From an optimization exercise on the open Yosys and OpenROAD flow, aimed at small area; shortcuts taken in it are not production practice.
Function was checked by simulation only, so behaviour that the tests miss may differ from the original.

## flow/design.v (module list and top-level ports; edited modules follow where they fit)
// module hsv_to_rgb: 1030 lines
// module PWM: 13 lines
// module hsv_rgb_pwm: 21 lines
module hsv_rgb_pwm(
    input clk,
    input reset,
    input [8:0] Hue,
    input [8:0] Saturation,
    input [8:0] Value,
    output [7:0] R,
    output [7:0] G,
    output [7:0] B,
    output [2:0] rgb_led_tri_o
    );
  // ...
==> flow/flow/run.sh <==
#!/bin/bash
# Own flow: the standard synthesis, then a cleanup of the adder logic
# (polar.py: full adders used inverted where that saves inverters; resynth.sh:
# the logic between adder cells and flip-flops re-mapped by ABC for area;
# best.sh tries a few settings of both and keeps the smallest netlist),
# then the standard layout with small port buffers and a plain clock tree.
# Each tool's output goes to a log file of its own in the work folder.
set -euo pipefail
W=$(pwd)
F=$W/flow
R=$W/orfs/results/${FLOW_PLATFORM:-sky130hd}/hsv_rgb_pwm/base
export LIB=$FLOW_HOME/platforms/sky130hd/lib/sky130_fd_sc_hd__tt_025C_1v80.lib
export CFG=$FLOW_HOME/platforms/sky130hd/config.mk
bash standard.sh synth > $W/log_synth.txt 2>&1
cp $R/1_2_yosys.v $W/netlist_standard.v
NJ=${NUM_CORES:-4} bash $F/best.sh $W/netlist_standard.v $W/netlist_resynth.v $W/resynth > $W/log_resynth.txt 2>&1
cp $W/netlist_resynth.v $R/1_2_yosys.v
rm -f $R/1_synth.odb $R/1_synth.sdc
bash standard.sh finish "BUFFER_PORTS_ARGS=-buffer_cell sky130_fd_sc_hd__buf_1" \
  "CTS_ARGS=-sink_clustering_enable -repair_clock_nets -buf_list sky130_fd_sc_hd__clkbuf_8 -dont_use_dummy_load" \
  > $W/log_layout.txt 2>&1
==> flow/flow/area.abc <==
strash
ifraig
dc2
dch -f
amap
topo
==> flow/flow/area2.abc <==
strash
ifraig
dc2
dch -f
amap
strash
dch -f
amap
topo
==> flow/flow/best.sh <==
#!/bin/bash
# best.sh in.v out.v workdir: try several inverter choices (polar.py) and ABC
# scripts (resynth.sh) in parallel and keep the smallest netlist.
HERE=$(cd $(dirname $0) && pwd)
IN=$1; OUT=$2; WD=$3
mkdir -p $WD
i=0
for gw in 0.05 0.1 0.25 0.5; do
  for sc in ${SCRIPTS:-area area2 deep}; do
    i=$((i+1)); D=$WD/t$i; mkdir -p $D
    (
      GLUE_W=$gw python3 $HERE/polar.py $IN $D/pol.v > $D/polar.log 2>&1 &&
      TMPD=$D bash $HERE/resynth.sh $D/pol.v $D/rs.v $HERE/$sc.abc > $D/area.txt 2>&1
      echo "GLUE_W=$gw script=$sc" >> $D/area.txt
    ) &
    if (( i % ${NJ:-4} == 0 )); then wait; fi
  done
done
wait
best=""; bestA=1e18
for D in $WD/t*; do
  a=$(grep -o "Chip area for module.*: [0-9.]*" $D/area.txt 2>/dev/null | awk '{print $NF}')
  [ -n "$a" ] || continue
  echo "$D $a $(tail -1 $D/area.txt)"
  if awk "BEGIN{exit !($a < $bestA)}"; then bestA=$a; best=$D; fi
done
echo "best: $best $bestA"
cp $best/rs.v $OUT
==> flow/flow/deep.abc <==
strash
ifraig
&get -n
&deepsyn -T 60
&put
dch -f
amap
topo
==> flow/flow/models.py <==
#!/usr/bin/env python3
"""Writes Verilog models (for techmap) of the single-output combinational cells of
a liberty file, except the ones named on the command line's keep list.
Usage: models.py lib out.v"""
import re, sys
lib = open(sys.argv[1]).read()
out = []
for cm in re.finditer(r'\n\s*cell\s*\(\s*"?([\w]+)"?\s*\)\s*\{', lib):
    name = cm.group(1)
    # find the cell's text: up to the next top-level cell
    start = cm.end()
    nxt = re.search(r'\n\s*cell\s*\(', lib[start:])
    text = lib[start: start + nxt.start()] if nxt else lib[start:]
    if re.search(r'\b(ff|latch|statetable)\s*\(', text): continue
    pins = re.findall(r'\n\s*pin\s*\(\s*"?(\w+)"?\s*\)\s*\{(.*?)\n\s{8}\}', text, re.S)
    ins, outs = [], []
    for pn, pt in pins:
        d = re.search(r'direction\s*:\s*"?(\w+)"?', pt)
        if not d: continue
        if d.group(1) == 'input': ins.append(pn)
        elif d.group(1) == 'output':
            f = re.search(r'function\s*:\s*"([^"]*)"', pt)
            outs.append((pn, f.group(1) if f else None))
    if len(outs) != 1 or outs[0][1] is None or not ins: continue
    fn = outs[0][1].replace('!', '~').replace('*', '&').replace('+', '|')
    on = outs[0][0]
    out.append(f"module {name}({', '.join(ins + [on])});\n  input {', '.join(ins)};\n  output {on};\n  assign {on} = {fn};\nendmodule\n")
open(sys.argv[2], 'w').write("\n".join(out))
sys.stderr.write(f"models: {len(out)} cells\n")
==> flow/flow/polar.py <==
#!/usr/bin/env python3
"""Inverter removal around full adders. A full adder is self-dual: inverting its
three inputs inverts both outputs. This chooses, for every fa cell, whether to
use it inverted so that the fewest inverters are needed between cells, then
rewrites the netlist (all inverters rebuilt, at most one per signal).
Usage: polar.py in.v out.v"""
import re, sys, random

src = open(sys.argv[1]).read()
m = re.search(r'^(.*?;\n)(\s*sky130_fd_sc_hd__.*)(endmodule.*)$', src, re.S)
head, body, tail = m.group(1), m.group(2), m.group(3)
# head must hold the port list and wire declarations only
cell_re = re.compile(r'\s*(sky130_fd_sc_hd__\w+)\s+(\S+)\s*\((.*?)\);', re.S)
cells = []
pos = 0
for cm in cell_re.finditer(body):
    assert body[pos:cm.start()].strip() == '', body[pos:cm.start()][:200]
    pos = cm.end()
    pins = [(p, n.strip()) for p, n in re.findall(r'\.(\w+)\(([^()]*)\)', cm.group(3))]
    cells.append([cm.group(1), cm.group(2), pins])
assert body[pos:].strip() == ''
OUTPINS = {'Y', 'X', 'SUM', 'COUT', 'Q', 'Q_N', 'HI', 'LO'}
def is_inv(t): return re.match(r'sky130_fd_sc_hd__(clk)?inv_\d+$', t) is not None
def is_glue(t):
    if re.match(r'sky130_fd_sc_hd__(fa|dfxtp|dfrtp|dfstp|dfxbp|conb)_', t): return False
    if re.match(r'sky130_fd_sc_hd__ha_', t): return HA_GLUE
    return True
HA_GLUE = __import__('os').environ.get('HA_GLUE', '1') == '1'
def is_fa(t): return re.match(r'sky130_fd_sc_hd__fa_\d+$', t) is not None

drv = {}
for i, (t, n, pins) in enumerate(cells):
    for p, net in pins:
        if p in OUTPINS: drv[net] = (i, p)
inv_of = {}  # inverter output net -> input net
for t, n, pins in cells:
    if is_inv(t):
        d = dict(pins); inv_of[d['Y']] = d['A']
def root(net):
    par = 0
    while net in inv_of:
        net = inv_of[net]; par ^= 1
    return net, par

# ports: nets named in the module header as inputs/outputs are roots / rigid loads
port_nets = set()
for mm in re.finditer(r'^\s*(input|output)\s+(\[(\d+):(\d+)\]\s*)?([\\\w.$\[\]]+)\s*;', head, re.M):
    name = mm.group(5)
    if mm.group(2):
        hi, lo = int(mm.group(3)), int(mm.group(4))
        for b in range(min(hi, lo), max(hi, lo) + 1): port_nets.add(f"{name}[{b}]")
    else:
        port_nets.add(name)
out_ports = set()
for mm in re.finditer(r'^\s*output\s+(\[(\d+):(\d+)\]\s*)?([\\\w.$\[\]]+)\s*;', head, re.M):
    name = mm.group(4)
    if mm.group(1):
        hi, lo = int(mm.group(2)), int(mm.group(3))
        for b in range(min(hi, lo), max(hi, lo) + 1): out_ports.add(f"{name}[{b}]")
    else: out_ports.add(name)

fa_idx = [i for i, c in enumerate(cells) if is_fa(c[0])]
fa_pos = {i: k for k, i in enumerate(fa_idx)}
# loads: root -> list of (cell index or None, pin, parity)
loads = {}
for i, (t, n, pins) in enumerate(cells):
    if is_inv(t): continue
    for p, net in pins:
        if p in OUTPINS: continue
        if net.startswith("1'b") or net == '': continue
        r, par = root(net)
        loads.setdefault(r, []).append((i, p, par))
for net in out_ports:
    r, par = root(net)
    if (r, par) != (net, 0):
        loads.setdefault(r, []).append((None, net, par))
# nets that are output ports driven through inverters keep their names

roots = set(loads)
for net, (i, p) in drv.items():
    if not is_inv(cells[i][0]): roots.add(net)

def fa_of_driver(r):
    d = drv.get(r)
    if d and is_fa(cells[d[0]][0]): return fa_pos[d[0]]
    return None

root_list = sorted(roots)
rinfo = []
for r in root_list:
    dfa = fa_of_driver(r)
    ls = []; soft = []
    for (i, p, par) in loads.get(r, []):
        f = fa_pos.get(i) if i is not None else None
        ls.append((f, par)); soft.append(i is not None and is_glue(cells[i][0]))
    d = drv.get(r)
    soft_drv = d is not None and is_glue(cells[d[0]][0])
    rinfo.append((dfa, ls, soft_drv, soft))
# roots touching each fa
touch = [set() for _ in fa_idx]
for k, (dfa, ls, _, _) in enumerate(rinfo):
    if dfa is not None: touch[dfa].add(k)
    for f, par in ls:
        if f is not None: touch[f].add(k)

GLUE_W = float(__import__('os').environ.get('GLUE_W', '0.1'))
def rcost(k, flip):
    dfa, ls, soft_drv, soft = rinfo[k]
    prov = flip[dfa] if dfa is not None else 0
    hard = False; softm = False
    for (f, par), sl in zip(ls, soft):
        if (par ^ (flip[f] if f is not None else 0)) != prov:
            if sl: softm = True
            else: hard = True
    if hard: return GLUE_W if soft_drv else 1.0
    return GLUE_W if softm else 0.0

def total(flip): return sum(rcost(k, flip) for k in range(len(rinfo)))

best = None
rng = random.Random(1)
for trial in range(30):
    flip = [0] * len(fa_idx) if trial == 0 else [rng.randint(0, 1) for _ in fa_idx]
    improved = True
    while improved:
        improved = False
        order = list(range(len(fa_idx))); rng.shuffle(order)
        for f in order:
            before = sum(rcost(k, flip) for k in touch[f])
            flip[f] ^= 1
            after = sum(rcost(k, flip) for k in touch[f])
            if after < before or (after == before and rng.random() < 0.3 and trial > 0):
                improved = improved or after < before
            else:
                flip[f] ^= 1
    c = total(flip)
    if best is None or c < best[0]: best = (c, flip[:])
orig_inv = sum(1 for c in cells if is_inv(c[0]))
cost0 = total([0]*len(fa_idx))
cost, flip = best
sys.stderr.write(f"polar: {len(fa_idx)} fa, inverters {orig_inv}, cost {cost0} -> {cost}, flipped {sum(flip)}\n")

# rebuild
newc = 0
TAG = "pol"
while f"_{TAG}" in src: TAG += "x"
def newnet():
    global newc
    newc += 1
    return f"_{TAG}{newc}_"
# canonical nets: (r, 0) -> r ; (r, 1) -> an existing inverter output with parity 1 if any
canon = {}
for net in inv_of:
    r, par = root(net)
    if par == 1 and (r, 1) not in canon: canon[(r, 1)] = net
for net in out_ports:
    if net in inv_of:
        r, par = root(net)
        if par == 1: canon[(r, 1)] = net
def cname(r, q):
    if q == 0: return r
    if (r, 1) not in canon: canon[(r, 1)] = newnet()
    return canon[(r, 1)]
flipset = {fa_idx[f] for f in range(len(fa_idx)) if flip[f]}
out = []
used = {}
new_wires = set()
for i, (t, n, pins) in enumerate(cells):
    if is_inv(t): continue
    np_ = []
    fl = i in flipset
    for p, net in pins:
        if p in OUTPINS:
            if net == '' : np_.append((p, net)); continue
            q = 1 if fl else 0
            nn = cname(net, q)
            np_.append((p, nn)); used.setdefault(net, set()).add(q)
            new_wires.add(nn)
        elif net.startswith("1'b") or net == '':
            np_.append((p, net))
        else:
            r, par = root(net)
            q = par ^ (1 if fl else 0)
            np_.append((p, cname(r, q))); used.setdefault(r, set()).add(q)
            new_wires.add(cname(r, q))
    out.append((t, n, np_))
for net in out_ports:
    r, par = root(net)
    if (r, par) != (net, 0):
        assert cname(r, par) == net, net
        used.setdefault(r, set()).add(par)
ninv = 0
for r in root_list:
    d = drv.get(r)
    dfl = d is not None and d[0] in flipset
    prov = 1 if dfl else 0
    for q in used.get(r, set()):
        if q != prov:
            ninv += 1
            out.append(("sky130_fd_sc_hd__inv_1", f"_{TAG}inv{ninv}_", [("A", cname(r, prov)), ("Y", cname(r, q))]))
sys.stderr.write(f"polar: wrote {ninv} inverters\n")
declared = set(re.findall(r'^\s*wire\s+(?:\[\d+:\d+\]\s*)?(\S+)\s*;', head, re.M))
extra = [w for w in sorted(new_wires) if w.startswith('_' + TAG) and w not in declared]
lines = [head.rstrip('\n')]
for w in extra: lines.append(f"  wire {w};")
for t, n, pins in out:
    lines.append(f"  {t} {n} (")
    lines.append(",\n".join(f"    .{p}({net}{' ' if net.startswith(chr(92)) else ''})" for p, net in pins))
    lines.append("  );")
lines.append(tail)
open(sys.argv[2], 'w').write("\n".join(lines))
==> flow/flow/resynth.sh <==
#!/bin/bash
# resynth.sh in.v out.v [abc script]: re-map the logic between the adder cells,
# flip-flops and tie cells with ABC for area.
set -e
HERE=$(cd $(dirname $0) && pwd)
LIB=${LIB:-/OpenROAD-flow-scripts/flow/platforms/sky130hd/lib/sky130_fd_sc_hd__tt_025C_1v80.lib}
CFG=${CFG:-/OpenROAD-flow-scripts/flow/platforms/sky130hd/config.mk}
T=${TMPD:-$(mktemp -d)}
python3 $HERE/models.py $LIB $T/models.v 2>/dev/null
if [ "${HA_GLUE:-1}" = 1 ]; then cat >> $T/models.v <<'EOM'
module sky130_fd_sc_hd__ha_1(A, B, COUT, SUM);
  input A, B;
  output COUT, SUM;
  assign SUM = A ^ B;
  assign COUT = A & B;
endmodule
EOM
fi
DU=$(for c in $(grep -o "sky130_fd_sc_hd__\(probe\w*\|lpflow\w*\)" $CFG); do echo -n "-dont_use $c "; done)
SCRIPT=${3:-$HERE/area.abc}
cat > $T/rs.ys <<EOY
read_liberty -lib $LIB
read_verilog $1
hierarchy -top hsv_rgb_pwm
techmap -map $T/models.v
techmap
opt_expr
opt_clean
abc -liberty $LIB $DU -script $SCRIPT
opt_clean -purge
hilomap -singleton -hicell sky130_fd_sc_hd__conb_1 HI -locell sky130_fd_sc_hd__conb_1 LO
insbuf -buf sky130_fd_sc_hd__buf_1 A X
splitnets
opt_clean -purge
check -assert
tee -o $T/stat.txt stat -liberty $LIB
write_verilog -noattr -nohex -nodec $2
EOY
Y=$(command -v yosys || echo $FLOW_HOME/../tools/install/yosys/bin/yosys)
$Y -q -l $T/rs.log -s $T/rs.ys > /dev/null
grep -i "chip area" $T/stat.txt
==> flow/standard.sh <==
#!/bin/bash
# synth_recipe.tcl (not shown) runs the flow's synth.tcl, then flattens the netlist and writes it again
# the make line also repeats each setting of config.mk as NAME=value (left out here)
make -C /OpenROAD-flow-scripts/flow DESIGN_CONFIG=/design/flow/config.mk WORK_HOME=/design/flow/orfs CLKGATE_MAP_FILE= SYNTH_SCRIPT=/design/flow/synth_recipe.tcl "${@:-finish}"
==> flow/config.mk <==
export PLATFORM = sky130hd
export DESIGN_NAME = hsv_rgb_pwm
export DESIGN_NICKNAME = hsv_rgb_pwm
export VERILOG_FILES = /design/flow/design.v
export SDC_FILE = /design/flow/constraint.sdc
export NUM_CORES = 4
export LEC_CHECK = 0
export ABC_AREA = 1
export CAP_MARGIN = 20
export CORE_MARGIN = 2
export CORE_UTILIZATION = 50
export SLEW_MARGIN = 20
==> flow/constraint.sdc <==
create_clock -name core_clock -period 70.0 [get_ports {clk}]
set_input_delay 14.0000 -clock core_clock [delete_from_list [all_inputs] [get_ports {clk}]]
set_output_delay 14.0000 -clock core_clock [all_outputs]
set_load 0.01 [all_outputs]
==> summary.txt, run 1 <==
Outcome
  • Status: complete, no violations

Layout
  • # nets final: 881
  • Finished Cell Area: 6190 um^2
  • Non-CTS inverters: 76
  • Area occupied by multi-input gates: 4770 um^2
  • Final Util: 54.4%
  • Filler Cell Count: 1085
  • CLK BUF: 5
  • FF+latch count: 33
  • Largest register FFs: 9
  • NonClk Buf Share: 3.58%
  • Most frequent cells in the layout: nor2_1, fa_1, nand2_1
  • Largest class: multi-input combinational cells

Die
  • Die H: 112 um
  • Ports: 56

Timing
  • Fmax: 0.0221 GHz
  • Final min period: 45.35 ns
  • Slew @ Worst Pin: 0.768 ns
  • Final Max Tran Viols: 0

Setup path
  • WP depth: 107
  • Setup CP Type: primary input to flop
  • Slowest cell delay on critical path: 0.61 ns
  • Crit Path Max Fanout: 11

Clocking
  • PostCTS Resize Cnt: 0
  • Num CTS Buffers: 5
  • Max clock buf depth: 2
  • TritonCTS clock tree: done
  • Clock H-tree levels: 2
  • Post CTS Setup Buffer Count: 0

Place
  • Post-DP HPWL: 11800 um
  • DP Area: 6120 um^2
  • Placer Congestion: 0.865

Routing
  • DRC: 0
  • DR pass1 iterations: 8

Yosys
  • Avg Synthesized Cell Area: 8.52 um^2

Min path
  • Min-delay src: PWM_0.c[8]
  • Hold depth: 1

GRT
  • Met3 GRT Util: 2.83%
  • GR Util met1: 30.6%
==> inputs of run 2 (changes only) <==
--- a/flow/flow/polar.py
+++ b/flow/flow/polar.py
@@ -24,5 +24,5 @@
 def is_glue(t):
     if re.match(r'sky130_fd_sc_hd__(fa|dfxtp|dfrtp|dfstp|dfxbp|conb)_', t): return False
-    if re.match(r'sky130_fd_sc_hd__ha_', t): return HA_GLUE
+    if re.match(r'sky130_fd_sc_hd__ha_', t): return HA_GLUE and not HA_FLIP
     return True
 HA_GLUE = __import__('os').environ.get('HA_GLUE', '1') == '1'
@@ -60,5 +60,9 @@
     else: out_ports.add(name)
 
-fa_idx = [i for i, c in enumerate(cells) if is_fa(c[0])]
+HA_FLIP = __import__('os').environ.get('HA_FLIP', '0') == '1'
+HA_W = float(__import__('os').environ.get('HA_W', '1'))
+def is_ha(t): return re.match(r'sky130_fd_sc_hd__ha_\d+$', t) is not None
+fa_idx = [i for i, c in enumerate(cells) if is_fa(c[0]) or (HA_FLIP and is_ha(c[0]))]
+base = [1 if is_ha(cells[i][0]) else 0 for i in fa_idx]
 fa_pos = {i: k for k, i in enumerate(fa_idx)}
 # loads: root -> list of (cell index or None, pin, parity)
@@ -83,5 +87,5 @@
 def fa_of_driver(r):
     d = drv.get(r)
-    if d and is_fa(cells[d[0]][0]): return fa_pos[d[0]]
+    if d and d[0] in fa_pos: return fa_pos[d[0]]
     return None
 
@@ -107,11 +111,13 @@
 def rcost(k, flip):
     dfa, ls, soft_drv, soft = rinfo[k]
-    prov = flip[dfa] if dfa is not None else 0
-    hard = False; softm = False
+    prov = (flip[dfa] ^ base[dfa]) if dfa is not None else 0
+    hard = 0.0; softm = False
     for (f, par), sl in zip(ls, soft):
         if (par ^ (flip[f] if f is not None else 0)) != prov:
             if sl: softm = True
-            else: hard = True
-    if hard: return GLUE_W if soft_drv else 1.0
+            else: hard = max(hard, HA_W if (f is not None and base[f]) else 1.0)
+    if soft_drv and dfa is None and hard: return GLUE_W
+    if dfa is not None and base[dfa] and hard: hard = min(hard, HA_W)
+    if hard: return hard
     return GLUE_W if softm else 0.0
 
@@ -162,5 +168,6 @@
     if (r, 1) not in canon: canon[(r, 1)] = newnet()
     return canon[(r, 1)]
-flipset = {fa_idx[f] for f in range(len(fa_idx)) if flip[f]}
+flipset = {fa_idx[f] for f in range(len(fa_idx)) if flip[f] and not base[f]}
+haflip = {fa_idx[f] for f in range(len(fa_idx)) if flip[f] and base[f]}
 out = []
 used = {}
@@ -169,9 +176,9 @@
     if is_inv(t): continue
     np_ = []
-    fl = i in flipset
+    fl = i in flipset or i in haflip
     for p, net in pins:
         if p in OUTPINS:
             if net == '' : np_.append((p, net)); continue
-            q = 1 if fl else 0
+            q = 1 if (fl and i not in haflip) else 0
             nn = cname(net, q)
             np_.append((p, nn)); used.setdefault(net, set()).add(q)
@@ -184,4 +191,10 @@
             np_.append((p, cname(r, q))); used.setdefault(r, set()).add(q)
             new_wires.add(cname(r, q))
+    if i in haflip:
+        # half adder on complemented inputs: sum = xor, carry = nor
+        d_ = dict(np_)
+        out.append(("sky130_fd_sc_hd__xor2_1", n + "_s", [("A", d_['A']), ("B", d_['B']), ("X", d_['SUM'])]))
+        out.append(("sky130_fd_sc_hd__nor2_1", n + "_c", [("A", d_['A']), ("B", d_['B']), ("Y", d_['COUT'])]))
+        continue
     out.append((t, n, np_))
 for net in out_ports:
--- a/flow/config.mk
+++ b/flow/config.mk
@@ -10,3 +10,4 @@
 export CORE_MARGIN = 2
 export CORE_UTILIZATION = 50
+export GPL_TIMING_DRIVEN = 0
 export SLEW_MARGIN = 20
==> run 2 against run 1 <==
Still clean on timing, DRC and antenna; design area grew 0.97%; hold slack better by 0.017 ns; critical path depth stayed put; sequential cell count unchanged; critical endpoint is now PWM_0.c[8]; largest cell class unchanged.
==> summary.txt, run 2 <==
Outcome
  • Status: complete, no violations

Layout
  • Syn-to-layout area delta: 7.56%
  • # nets final: 901 (+2.3%)
  • Register area: 661 um^2
  • Fin cells: 881
  • Area occupied by multi-input gates: 4770 um^2 (unchanged)
  • Number of diodes: 0
  • Share of layout cells above drive strength 1: 0.678%
  • Most common cell after layout, fill and taps aside: nor2_1
  • Biggest register: PWM_0.c
  • Largest register FFs: 9 (unchanged)
  • Most frequent cells in the layout: nor2_1, fa_1, nand2_1
  • Final Util: 55.0% (+0.53 points)
  • Filler Cell Count: 1134 (+4.5%)

Setup path
  • Slowest cell delay on critical path: 0.70 ns (+0.09 ns)
  • Crit path max-delay family: adder cells
  • CP Buf/Inv Count: 13
  • CP Data Arrival Time: 45.29 ns
  • Setup CP Type: primary input to flop
  • Crit-path most repeated cell: fa_1
  • CP startpoint kind: primary input
  • Crit Path Max Fanout: 11 (unchanged)
  • Worst EP required: 70.19 ns
  • CP Capture Type: flop
  • Critical Path Slowest Stage Cell: fa_1

Clocking
  • Clock H-tree levels: 2 (unchanged)
  • Clk pin slew, worst setup/hold paths: 0.07 ns
  • Num CTS Buffers: 5 (unchanged)
  • Root buffer cell: clkbuf_8
  • Post CTS Setup Buffer Count: 0 (unchanged)
  • TritonCTS clock tree: done
  • PostCTS Resize Cnt: 0 (unchanged)
  • Clk Latency, worst-skew pair: 0.29 ns
  • Max clock buf depth: 2 (unchanged)
  • Hold-fix buffers, CTS: 0
  • Clock tree sinks: 33

Timing
  • Slew Limit Headroom: 35.1%
  • Final TNS setup: 0 ns
  • Fmax: 0.0222 GHz (+0.56%)
  • Final min period: 45.09 ns (-0.254 ns)
  • Final Hold Viols: 0
  • Tcrit/Tclk final: 64.4%
  • RSZ-0062 raised after global routing: false
  • Final setup violation count: 0
  • Min Hold Slack: 0.481 ns
  • Slew @ Worst Pin: 0.974 ns (+0.205 ns)
  • Final Max Tran Viols: 0 (unchanged)
  • Clock Skews: 0.0116 ns

Die
  • Die H: 112 um (unchanged)
  • Num rows: 39
  • Die area: 12500 um^2
  • Ports: 56 (unchanged)
  • Initial Util: 51.1%
  • Die W: 112 um
  • Core Area: 11400 um^2

Place
  • Post-DP HPWL: 11800 um (-0.21%)
  • Placer Congestion: 0.915 (+5.7%)
  • PortBufs: 51
  • Inst Count DP: 876

Routing
  • Detail Route Antenna Nets: 0
  • WL final: 13900 um
  • Via count: 4915
  • DR pass1 iterations: 7 (-1)
  • Via-per-instance ratio: 5.58
  • Metal2 WL: 6960 um
  • Drt initial violations: 345
  • Routed len/inst: 15.8 um
  • DRC: 0 (unchanged)
  • Metal-1 WL: 5810 um
  • Met3 Wirelength: 638 um
  • DR top layer: met4

Yosys
  • Post-Syn Area: 5810 um^2
  • Avg Synthesized Cell Area: 8.52 um^2 (unchanged)
  • Syn_nets: 843
  • Synth warn: 2
  • Gate Count Post-Synth: 682

GRT
  • Gr usage total: 23.6%
  • First-pass GRT wire length: 23800 um
  • Vias in the first global route: 4994
  • Initial antenna violation count: 0
  • Largest net degree at the start of global routing: 24
  • Grt ovf: 0

Min path
  • Hold Crit Class: flop to flop

Flow run
  • Max_cap viols: 0
run 2: routing by layer:
layer	track usage, %	up-vias
met5	0	-
met3	2.72	31
met2	42.2	139
met1	29.8	2359
met4	8.31	0
li1	-	2386
run 2: worst register-to-register path: stages (launching register included):
cell	delay, ns
dfxtp_1	0.38
or4_1	0.57
o2111ai_1	0.19
nor2_1	0.10
nor2b_1	0.19
nor2_1	0.05
or4b_1	0.45
a2111oi_0	0.49
nand4_1	0.15
a2111oi_0	0.48
nand4_1	0.52
a211oi_1	0.33
run 2: cell type report:
class | instances | share of cell area, %
multi-input combinational | 549 | 76.4
timing repair buffer | 51 | 3.06
buffer | 24 | 1.44
clock buffer | 5 | 1.10
sequential | 33 | 10.6
tap | 143 | 2.86
inverter | 76 | 4.56
run 2: stage by stage:
step	area (um^2)	setup slack, ns
finish	6250	24.91
global route	6250	22.79
CTS	6250	24.54
detailed placement	6180	24.31
global placement	6180	24.58
floorplan	5810	27.54
run 2: path summary, 6_finish.rpt:
kind | start | to | slack (ns) | cells past startpoint
worst min-delay path | PWM_0.c[8] | PWM_0.c[8] | 0.48 | 1
worst max register to register | hsv_to_rgb_0.yb[4] | PWM_0.c[8] | 66.01 | 11
worst min register to register | PWM_0.c[8] | PWM_0.c[8] | 0.48 | 1
worst max-delay path | Value[2] | PWM_0.c[8] | 24.91 | 107
==> inputs of run 3 (changes only) <==
==> flow/flow/best.sh (replaced) <==
#!/bin/bash
# best.sh in.v out.v workdir: try several inverter choices (polar.py: weight of
# the logic between cells, search seed) and ABC scripts (resynth.sh) in
# parallel and keep the smallest netlist.
HERE=$(cd $(dirname $0) && pwd)
IN=$1; OUT=$2; WD=$3
mkdir -p $WD
i=0
for seed in ${SEEDS:-1 2 3}; do
 for gw in ${GWS:-0.1 0.25 0.5}; do
  for sc in ${SCRIPTS:-area area2 deep}; do
    i=$((i+1)); D=$WD/t$i; mkdir -p $D
    (
      POLAR_SEED=$seed GLUE_W=$gw python3 $HERE/polar.py $IN $D/pol.v > $D/polar.log 2>&1 &&
      TMPD=$D bash $HERE/resynth.sh $D/pol.v $D/rs.v $HERE/$sc.abc > $D/area.txt 2>&1
      echo "POLAR_SEED=$seed GLUE_W=$gw script=$sc" >> $D/area.txt
    ) &
    if (( i % ${NJ:-4} == 0 )); then wait; fi
  done
 done
done
wait
best=""; bestA=1e18
for D in $WD/t*; do
  a=$(grep -o "Chip area for module.*: [0-9.]*" $D/area.txt 2>/dev/null | awk '{print $NF}')
  [ -n "$a" ] || continue
  echo "$D $a $(tail -1 $D/area.txt)"
  if awk "BEGIN{exit !($a < $bestA)}"; then bestA=$a; best=$D; fi
done
echo "best: $best $bestA"
cp $best/rs.v $OUT
--- a/flow/flow/polar.py
+++ b/flow/flow/polar.py
@@ -125,5 +125,5 @@
 
 best = None
-rng = random.Random(1)
+rng = random.Random(int(__import__('os').environ.get('POLAR_SEED', '1')))
 for trial in range(30):
     flip = [0] * len(fa_idx) if trial == 0 else [rng.randint(0, 1) for _ in fa_idx]
--- a/flow/flow/resynth.sh
+++ b/flow/flow/resynth.sh
@@ -1,5 +1,6 @@
 #!/bin/bash
 # resynth.sh in.v out.v [abc script]: re-map the logic between the adder cells,
-# flip-flops and tie cells with ABC for area.
+# flip-flops and tie cells with ABC for area. The generated adder wires
+# (hsv_to_rgb_0.n*) lose their names so that output ports need no buffers.
 set -e
 HERE=$(cd $(dirname $0) && pwd)
@@ -30,4 +31,6 @@
 opt_clean -purge
 hilomap -singleton -hicell sky130_fd_sc_hd__conb_1 HI -locell sky130_fd_sc_hd__conb_1 LO
+rename -hide w:hsv_to_rgb_0.n*
+opt_clean -purge
 insbuf -buf sky130_fd_sc_hd__buf_1 A X
 splitnets
==> run 3 against run 2 <==
Sequential share of layout area increased by 0.15 points; still clean on timing, DRC and antenna; critical path depth is 1 lower; global-route usage grew 0.43 points; count of clock-buffer cells in the layout unchanged; clock skew shrank 0.0063 ns; hold slack lost 0.033 ns.
==> summary.txt, run 3 <==
Timing
  • Clock Skews: 0.00526 ns (-0.00632 ns)
  • Slew Limit Headroom: 30.8% (-4.2 points)
  • Slew @ Worst Pin: 1.03 ns (+0.0528 ns)
  • Final Max Tran Viols: 0 (unchanged)
  • Fmax: 0.0221 GHz (-0.27%)
  • Final min period: 45.21 ns (+0.123 ns)
  • Final Hold Viols: 0 (unchanged)
  • Final setup violation count: 0 (unchanged)
  • RSZ-0062 raised after global routing: false
  • Tcrit/Tclk final: 64.6% (+0.18 points)
  • Final TNS setup: 0 ns (unchanged)

Setup path
  • Slowest cell delay on critical path: 0.65 ns (-0.05 ns)
  • CP startpoint kind: primary input
  • Worst EP required: 70.19 ns (about the same)
  • Setup CP Type: primary input to flop
  • Critical Path Slowest Stage Cell: o21ai_1
  • CP Data Arrival Time: 45.40 ns (+0.11 ns)
  • Crit-path most repeated cell: fa_1
  • CP Capture Type: flop
  • Crit Path Max Fanout: 11 (unchanged)

Die
  • Num rows: 39 (unchanged)
  • Die area: 12300 um^2 (-1.5%)
  • Core Area: 11300 um^2 (-0.86%)
  • Die W: 111 um (-0.75%)
  • Initial Util: 50.7% (-0.36 points)
  • Die H: 111 um (-0.75%)
  • Ports: 56 (unchanged)

Layout
  • Final Util: 54.6% (-0.32 points)
  • Largest register FFs: 9 (unchanged)
  • Filler Cell Count: 1105 (-2.6%)
  • Most common cell after layout, fill and taps aside: nor2_1
  • Biggest register: PWM_0.c
  • Number of diodes: 0 (unchanged)
  • Most frequent cells in the layout: nor2_1, fa_1, nand2_1
  • # nets final: 877 (-2.7%)
  • Share of layout cells above drive strength 1: 0.700% (+0.023 points)
  • Syn-to-layout area delta: 7.68%

Clocking
  • Post CTS Setup Buffer Count: 0 (unchanged)
  • Root buffer cell: clkbuf_8
  • Clk Latency, worst-skew pair: 0.28 ns (about the same)
  • Clock H-tree levels: 2 (unchanged)
  • Num CTS Buffers: 5 (unchanged)
  • Clk pin slew, worst setup/hold paths: 0.06 ns (about the same)
  • Hold-fix buffers, CTS: 0 (unchanged)
  • TritonCTS clock tree: done
  • PostCTS Resize Cnt: 0 (unchanged)
  • Clock tree sinks: 33 (unchanged)
  • Max clock buf depth: 2 (unchanged)

GRT
  • Initial antenna violation count: 0 (unchanged)
  • Gr usage total: 24.0% (+0.43 points)
  • First-pass GRT wire length: 23800 um (about the same)
  • Vias in the first global route: 4979 (-0.30%)
  • Grt ovf: 0 (unchanged)
  • Largest net degree at the start of global routing: 24 (unchanged)

Routing
  • Detail Route Antenna Nets: 0 (unchanged)
  • Via-per-instance ratio: 5.73 (+2.7%)
  • DR pass1 iterations: 6 (-1)
  • Drt initial violations: 441 (+28%)
  • WL final: 14000 um (+1.1%)
  • Routed len/inst: 16.4 um (+3.9%)
  • DRC: 0 (unchanged)
  • Via count: 4908 (-0.14%)

Outcome
  • Status: complete, no violations

Place
  • PortBufs: 51 (unchanged)
  • Post-DP HPWL: 12000 um (+1.7%)
  • Placer Congestion: 0.919 (+0.49%)

Yosys
  • Syn_nets: 819 (-2.8%)
  • Synth warn: 2 (unchanged)
  • Gate Count Post-Synth: 658 (-3.5%)
  • Avg Synthesized Cell Area: 8.69 um^2 (+2.0%)
  • Post-Syn Area: 5720 um^2 (-1.6%)

Flow run
  • Max_cap viols: 0 (unchanged)

Min path
  • Hold Crit Class: flop to flop
## run 3: area by class of cell
cell class | instances | area [um^2] | share of cell area (%)
Multi-Input combinational cell | 549 | 4770 | 77.5
Sequential cell | 33 | 661 | 10.7
Inverter | 76 | 285 | 4.63
Clock buffer | 5 | 68.8 | 1.12
Tap cell | 143 | 179 | 2.90
Timing Repair Buffer | 51 | 191 | 3.11
## run 3: through the flow
stage / hold WS, ns / cells / setup slack, ns / cell area, um^2
finish: 0.448 / 857 / 24.79 / 6160
global route: 0.470 / 857 / 23.06 / 6160
CTS: 0.454 / 857 / 24.33 / 6160
detailed placement: 0.440 / 852 / 24.01 / 6090
global placement: 0.430 / 852 / 24.53 / 6090
floorplan: 0.417 / 658 / 27.54 / 5720
## run 3: worst paths after layout
| check | from | slack [ns] | to | depth (start not counted) |
|---|---|---|---|---|
| worst max-delay path | Value[2] | 24.79 | PWM_0.c[6] | 106 |
| worst min-delay path | PWM_0.c[0] | 0.45 | PWM_0.c[0] | 1 |
| worst min register to register | PWM_0.c[0] | 0.45 | PWM_0.c[0] | 1 |
| worst max register to register | hsv_to_rgb_0.yb[4] | 66.05 | PWM_0.c[6] | 11 |
## run 3: metal layers
layer,part of all wire [%],GRT usage (%)
met5,0,0
met4,3.1,9.50
met3,4.6,1.86
met2,51,42.4
met1,42,31.0
## run 3: worst max-delay path, delay by kind of cell
family          cells  cell delay [ns]
simple gates       31             4.69
fa+ha+maj          47            21.62
buf+inv            13             1.40
compound gates     15             3.64
==> inputs of run 4 (changes only) <==
--- a/flow/flow/run.sh
+++ b/flow/flow/run.sh
@@ -18,4 +18,4 @@
 rm -f $R/1_synth.odb $R/1_synth.sdc
 bash standard.sh finish "BUFFER_PORTS_ARGS=-buffer_cell sky130_fd_sc_hd__buf_1" \
-  "CTS_ARGS=-sink_clustering_enable -repair_clock_nets -buf_list sky130_fd_sc_hd__clkbuf_8 -dont_use_dummy_load" \
+  "CTS_ARGS=-sink_clustering_enable -repair_clock_nets -buf_list sky130_fd_sc_hd__clkbuf_4 -dont_use_dummy_load" \
   > $W/log_layout.txt 2>&1
==> run 4 against run 3 <==
Global-route usage shrank 0.059 points; clock skew grew 0.0058 ns; via count grew 0.35%; design area shrank 0.51%; core utilization shrank 0.28 points; maximum frequency grew 0.23%; area after synthesis is the same; register-to-register slack gained 0.03 ns; critical path type unchanged; highest routed layer unchanged.
==> summary.txt, run 4 <==
Outcome
  • Status: complete, no violations

Timing
  • Clock Skews: 0.0111 ns (+0.00581 ns)
  • Slew Limit Headroom: 30.8% (unchanged)
  • Final Hold Viols: 0 (unchanged)
  • Final setup violation count: 0 (unchanged)
  • RSZ-0062 raised after global routing: false
  • Final TNS setup: 0 ns (unchanged)
  • Tcrit/Tclk final: 64.4% (-0.15 points)
  • Final Max Tran Viols: 0 (unchanged)
  • Min Hold Slack: 0.454 ns (+0.00652 ns)
  • Final min period: 45.11 ns (-0.104 ns)
  • Slew @ Worst Pin: 1.03 ns (unchanged)
  • Fmax: 0.0222 GHz (+0.23%)

Clocking
  • PostCTS Resize Cnt: 0 (unchanged)
  • Clk pin slew, worst setup/hold paths: 0.09 ns (+0.03 ns)
  • Max clock buf depth: 2 (unchanged)
  • TritonCTS clock tree: done
  • Clock tree sinks: 33 (unchanged)
  • Clock H-tree levels: 2 (unchanged)
  • Hold-fix buffers, CTS: 0 (unchanged)
  • Root buffer cell: clkbuf_4
  • Post CTS Setup Buffer Count: 0 (unchanged)
  • Num CTS Buffers: 5 (unchanged)
  • Clk Latency, worst-skew pair: 0.34 ns (+0.06 ns)

Yosys
  • Post-Syn Area: 5720 um^2 (unchanged)
  • Synth warn: 2 (unchanged)
  • Gate Count Post-Synth: 658 (unchanged)
  • Avg Synthesized Cell Area: 8.69 um^2 (unchanged)
  • Syn_nets: 819 (unchanged)

GRT
  • Vias in the first global route: 4968 (-0.22%)
  • Gr usage total: 24.0% (-0.059 points)
  • Grt ovf: 0 (unchanged)
  • Initial antenna violation count: 0 (unchanged)
  • First-pass GRT wire length: 23800 um (about the same)
  • Largest net degree at the start of global routing: 24 (unchanged)

Flow run
  • Max_cap viols: 0 (unchanged)

Routing
  • Via-per-instance ratio: 5.75 (+0.35%)
  • DR pass1 iterations: 5 (-1)
  • Routed len/inst: 16.3 um (-0.19%)
  • Via count: 4925 (+0.35%)
  • DRC: 0 (unchanged)
  • Detail Route Antenna Nets: 0 (unchanged)
  • Drt initial violations: 387 (-12%)
  • WL final: 14000 um (-0.19%)

Die
  • Ports: 56 (unchanged)
  • Initial Util: 50.7% (unchanged)
  • Die H: 111 um (unchanged)
  • Num rows: 39 (unchanged)
  • Die W: 111 um (unchanged)
  • Die area: 12300 um^2 (unchanged)
  • Core Area: 11300 um^2 (unchanged)

Layout
  • Largest register FFs: 9 (unchanged)
  • # nets final: 877 (unchanged)
  • Most common cell after layout, fill and taps aside: nor2_1
  • Syn-to-layout area delta: 7.13%
  • Register area: 661 um^2 (unchanged)
  • Filler Cell Count: 1110 (+0.45%)
  • Area occupied by multi-input gates: 4770 um^2 (unchanged)
  • Number of diodes: 0 (unchanged)
  • Biggest register: PWM_0.c
  • Share of layout cells above drive strength 1: 0.700% (unchanged)
  • Finished Cell Area: 6130 um^2 (-0.51%)
  • Most frequent cells in the layout: nor2_1, fa_1, nand2_1
  • Fin cells: 857 (unchanged)

Setup path
  • Crit-path most repeated cell: fa_1
  • Setup CP Type: primary input to flop
  • Crit Path Max Fanout: 11 (unchanged)
  • CP Capture Type: flop
  • Slowest cell delay on critical path: 0.65 ns (about the same)
  • Worst EP required: 70.25 ns (+0.06 ns)
  • Critical Path Slowest Stage Cell: o21ai_1
  • CP Data Arrival Time: 45.36 ns (-0.04 ns)
  • CP startpoint kind: primary input

Place
  • PortBufs: 51 (unchanged)
  • Placer Congestion: 0.919 (unchanged)
  • Inst Count DP: 852 (unchanged)
  • DP Area: 6090 um^2 (unchanged)
  • Post-DP HPWL: 12000 um (unchanged)

Min path
  • Hold Crit Class: flop to flop
## run 4: layout make-up
| type | instances | share of cell area (%) |
|---|---|---|
| inverters | 76 | 4.65 |
| clock buffers | 5 | 0.612 |
| repair buffers | 51 | 3.12 |
| flip-flops and latches | 33 | 10.8 |
| well taps | 143 | 2.92 |
| multi-input cells | 549 | 77.9 |
## run 4: final timing paths
check | start | end | slack (ns) | depth (start not counted)
setup / recovery | Value[2] | PWM_0.c[6] | 24.89 | 106
hold / removal | PWM_0.c[0] | PWM_0.c[0] | 0.45 | 1
setup reg to reg | hsv_to_rgb_0.yb[4] | PWM_0.c[6] | 66.08 | 11
hold reg to reg | PWM_0.c[0] | PWM_0.c[0] | 0.45 | 1
## run 4: critical path, delay by kind of cell
| family | cells | cell delay [ns] |
|---|---|---|
| AO/OA/AOI/OAI | 15 | 3.63 |
| adder cells (fa/ha/maj) | 47 | 21.62 |
| buffers and inverters | 13 | 1.38 |
| AND/OR/NAND/NOR | 31 | 4.67 |
## run 4: per-stage QoR
stage	utilization, %	setup slack, ns
floorplan	-	27.54
global placement	54.0	24.53
detailed placement	54.0	24.01
CTS	54.4	24.39
global route	54.4	23.12
finish	54.4	24.89
## run 4: metal layers
layer	vias to the layer above	GRT usage, %	wire length [um]
li1	2347	-	-
met1	2387	31.0	5820
met2	165	42.3	7140
met3	26	1.69	674
met4	0	9.42	371
met5	-	0	0
==> inputs of run 5 (changes only) <==
--- a/flow/flow/run.sh
+++ b/flow/flow/run.sh
@@ -4,5 +4,6 @@
 # the logic between adder cells and flip-flops re-mapped by ABC for area;
 # best.sh tries a few settings of both and keeps the smallest netlist),
-# then the standard layout with small port buffers and a plain clock tree.
+# then the standard layout with small port buffers and a plain clock tree
+# of clkbuf_4 cells (no dummy loads).
 # Each tool's output goes to a log file of its own in the work folder.
 set -euo pipefail
==> run 5 against run 4 <==
Sequential cell count is the same; global-route usage is the same; sequential share of layout area is the same; cell count is the same; maximum frequency is the same; worst setup slack is the same; critical path type unchanged; area after synthesis is the same; routed wire length is the same; hold slack is the same; count of clock-buffer cells in the layout is the same.
==> summary.txt, run 5 <==
Flow run
  • Max_cap viols: 0 (unchanged)

Clocking
  • Num CTS Buffers: 5 (unchanged)
  • Max clock buf depth: 2 (unchanged)
  • PostCTS Resize Cnt: 0 (unchanged)
  • Root buffer cell: clkbuf_4
  • Clk Latency, worst-skew pair: 0.34 ns (about the same)
  • Clock H-tree levels: 2 (unchanged)
  • Hold-fix buffers, CTS: 0 (unchanged)
  • Clock tree sinks: 33 (unchanged)
  • Clk pin slew, worst setup/hold paths: 0.09 ns (about the same)
  • Post CTS Setup Buffer Count: 0 (unchanged)
  • TritonCTS clock tree: done

Die
  • Core Area: 11300 um^2 (unchanged)
  • Die W: 111 um (unchanged)
  • Die area: 12300 um^2 (unchanged)
  • Ports: 56 (unchanged)
  • Initial Util: 50.7% (unchanged)
  • Die H: 111 um (unchanged)
  • Num rows: 39 (unchanged)

Timing
  • Final Hold Viols: 0 (unchanged)
  • Final TNS setup: 0 ns (unchanged)
  • Final setup violation count: 0 (unchanged)
  • Post-route setup slack: 24.89 ns (unchanged)
  • Final min period: 45.11 ns (unchanged)
  • Slew Limit Headroom: 30.8% (unchanged)
  • RSZ-0062 raised after global routing: false
  • Clock Skews: 0.0111 ns (unchanged)
  • Slew @ Worst Pin: 1.03 ns (unchanged)
  • Final Max Tran Viols: 0 (unchanged)
  • Tcrit/Tclk final: 64.4% (unchanged)
  • Fmax: 0.0222 GHz (unchanged)

Routing
  • Via-per-instance ratio: 5.75 (unchanged)
  • Drt initial violations: 387 (unchanged)
  • DR top layer: met4
  • DRC: 0 (unchanged)
  • Via count: 4925 (unchanged)
  • Metal-1 WL: 5820 um (unchanged)
  • DR pass1 iterations: 5 (unchanged)
  • Met3 Wirelength: 674 um (unchanged)
  • WL final: 14000 um (unchanged)
  • Routed len/inst: 16.3 um (unchanged)
  • Detail Route Antenna Nets: 0 (unchanged)
  • Metal2 WL: 7140 um (unchanged)

Layout
  • Largest register FFs: 9 (unchanged)
  • Fin cells: 857 (unchanged)
  • Finished Cell Area: 6130 um^2 (unchanged)
  • Most common cell after layout, fill and taps aside: nor2_1
  • # nets final: 877 (unchanged)
  • Share of layout cells above drive strength 1: 0.700% (unchanged)
  • Syn-to-layout area delta: 7.13% (unchanged)
  • Number of diodes: 0 (unchanged)
  • Biggest register: PWM_0.c
  • Most frequent cells in the layout: nor2_1, fa_1, nand2_1

Setup path
  • Crit-path most repeated cell: fa_1
  • CP startpoint kind: primary input
  • RR Endpoint: PWM_0.c[6]
  • R2R setup slack: 66.08 ns (about the same)
  • CP Launch Point: Value[2]
  • CP Data Arrival Time: 45.36 ns (about the same)
  • Slowest cell delay on critical path: 0.65 ns (about the same)
  • R2R depth: 11 (unchanged)
  • Crit Path Max Fanout: 11 (unchanged)
  • Setup CP Type: primary input to flop
  • RR Startpoint: hsv_to_rgb_0.yb[4]
  • Worst EP required: 70.25 ns (about the same)
  • Critical Path Slowest Stage Cell: o21ai_1
  • CP Capture Type: flop

GRT
  • Initial antenna violation count: 0 (unchanged)
  • Grt ovf: 0 (unchanged)
  • Gr usage total: 24.0% (unchanged)
  • Largest net degree at the start of global routing: 24 (unchanged)
  • First-pass GRT wire length: 23800 um (unchanged)
  • Vias in the first global route: 4968 (unchanged)

Place
  • Placer Congestion: 0.919 (unchanged)
  • Inst Count DP: 852 (unchanged)
  • DP Worst Slack: 24.01 ns (unchanged)
  • Post-DP HPWL: 12000 um (unchanged)
  • DP Area: 6090 um^2 (unchanged)
  • PortBufs: 51 (unchanged)

Yosys
  • Post-Syn Area: 5720 um^2 (unchanged)
  • Syn_nets: 819 (unchanged)
  • Synth warn: 2 (unchanged)
  • Avg Synthesized Cell Area: 8.69 um^2 (unchanged)
  • Gate Count Post-Synth: 658 (unchanged)

Min path
  • Hold Crit Class: flop to flop
  • Hold depth: 1 (unchanged)
  • Endpoint, Worst Hold: PWM_0.c[0]
  • Min-delay src: PWM_0.c[0]

Outcome
  • Status: complete, no violations
-- run 5: cell counts in the layout (fill, tap and decap cells not counted) --
Identical to the previous run, type by type.
-- run 5: critical path, delay by kind of cell --
family / cells / cell delay (ns)
buffers and inverters: 13 / 1.38
adder cells (fa/ha/maj): 47 / 21.62
AND/OR/NAND/NOR: 31 / 4.67
AO/OA/AOI/OAI: 15 / 3.63
-- run 5: area by class of cell --
| cell class | instances | area (um^2) |
|---|---|---|
| sequential | 33 | 661 |
| inverter | 76 | 285 |
| clock buffer | 5 | 37.5 |
| multi-input combinational | 549 | 4770 |
| timing repair buffer | 51 | 191 |
| tap | 143 | 179 |
| fill | 1110 | 5140 |
-- run 5: worst max-delay path by stage --
stage                            end  slack [ns]  cells past startpoint
after global routing      PWM_0.c[6]       23.12                    105
after global placement    PWM_0.c[2]       24.53                    106
final                     PWM_0.c[6]       24.89                    106
after CTS                 PWM_0.c[6]       24.39                    106
after detailed placement  PWM_0.c[6]       24.01                    106
after floorplan           PWM_0.c[1]       27.54                    105
-- run 5: through the flow --
stage	util [%]	hold WS, ns
CTS	54.4	0.462
global placement	54.0	0.430
detailed placement	54.0	0.440
global route	54.4	0.479
finish	54.4	0.454
floorplan	-	0.417
-- run 5: routing by layer --
metal,vias up,GRT usage (%)
li1,2347,-
met1,2387,31.0
met2,165,42.3
met3,26,1.69
met4,0,9.42
met5,-,0

## static timing again, ports no longer ideal
How much do the figures lean on ideal ports? The routed layouts below were timed once more, with nothing changed but the port constraints.
Step 1: set_driving_cell puts a clkbuf_16 on clk and a buf_2 on each other input, an assumption about the parent block.
Step 2 times the ports against the registers' clock, not the clock port: input delays grow and output delays shrink by t, the midpoint of the rising clock arrivals with the driver on.
Three values: ideal ports, drivers, drivers and shift; two values: the first two.
run	shift t [ns]	setup slack, ns	pins driven straight from the clock port
run 1	0.311	24.655 / 24.655 / 24.343	1
run 2	0.311	24.908 / 24.911 / 24.600	1
run 3	0.312	24.785 / 24.789 / 24.476	1
run 4	0.359	24.889 / 24.887 / 24.528	1
run 5	0.359	24.889 / 24.887 / 24.528	1
After both steps every run listed still meets setup and hold.
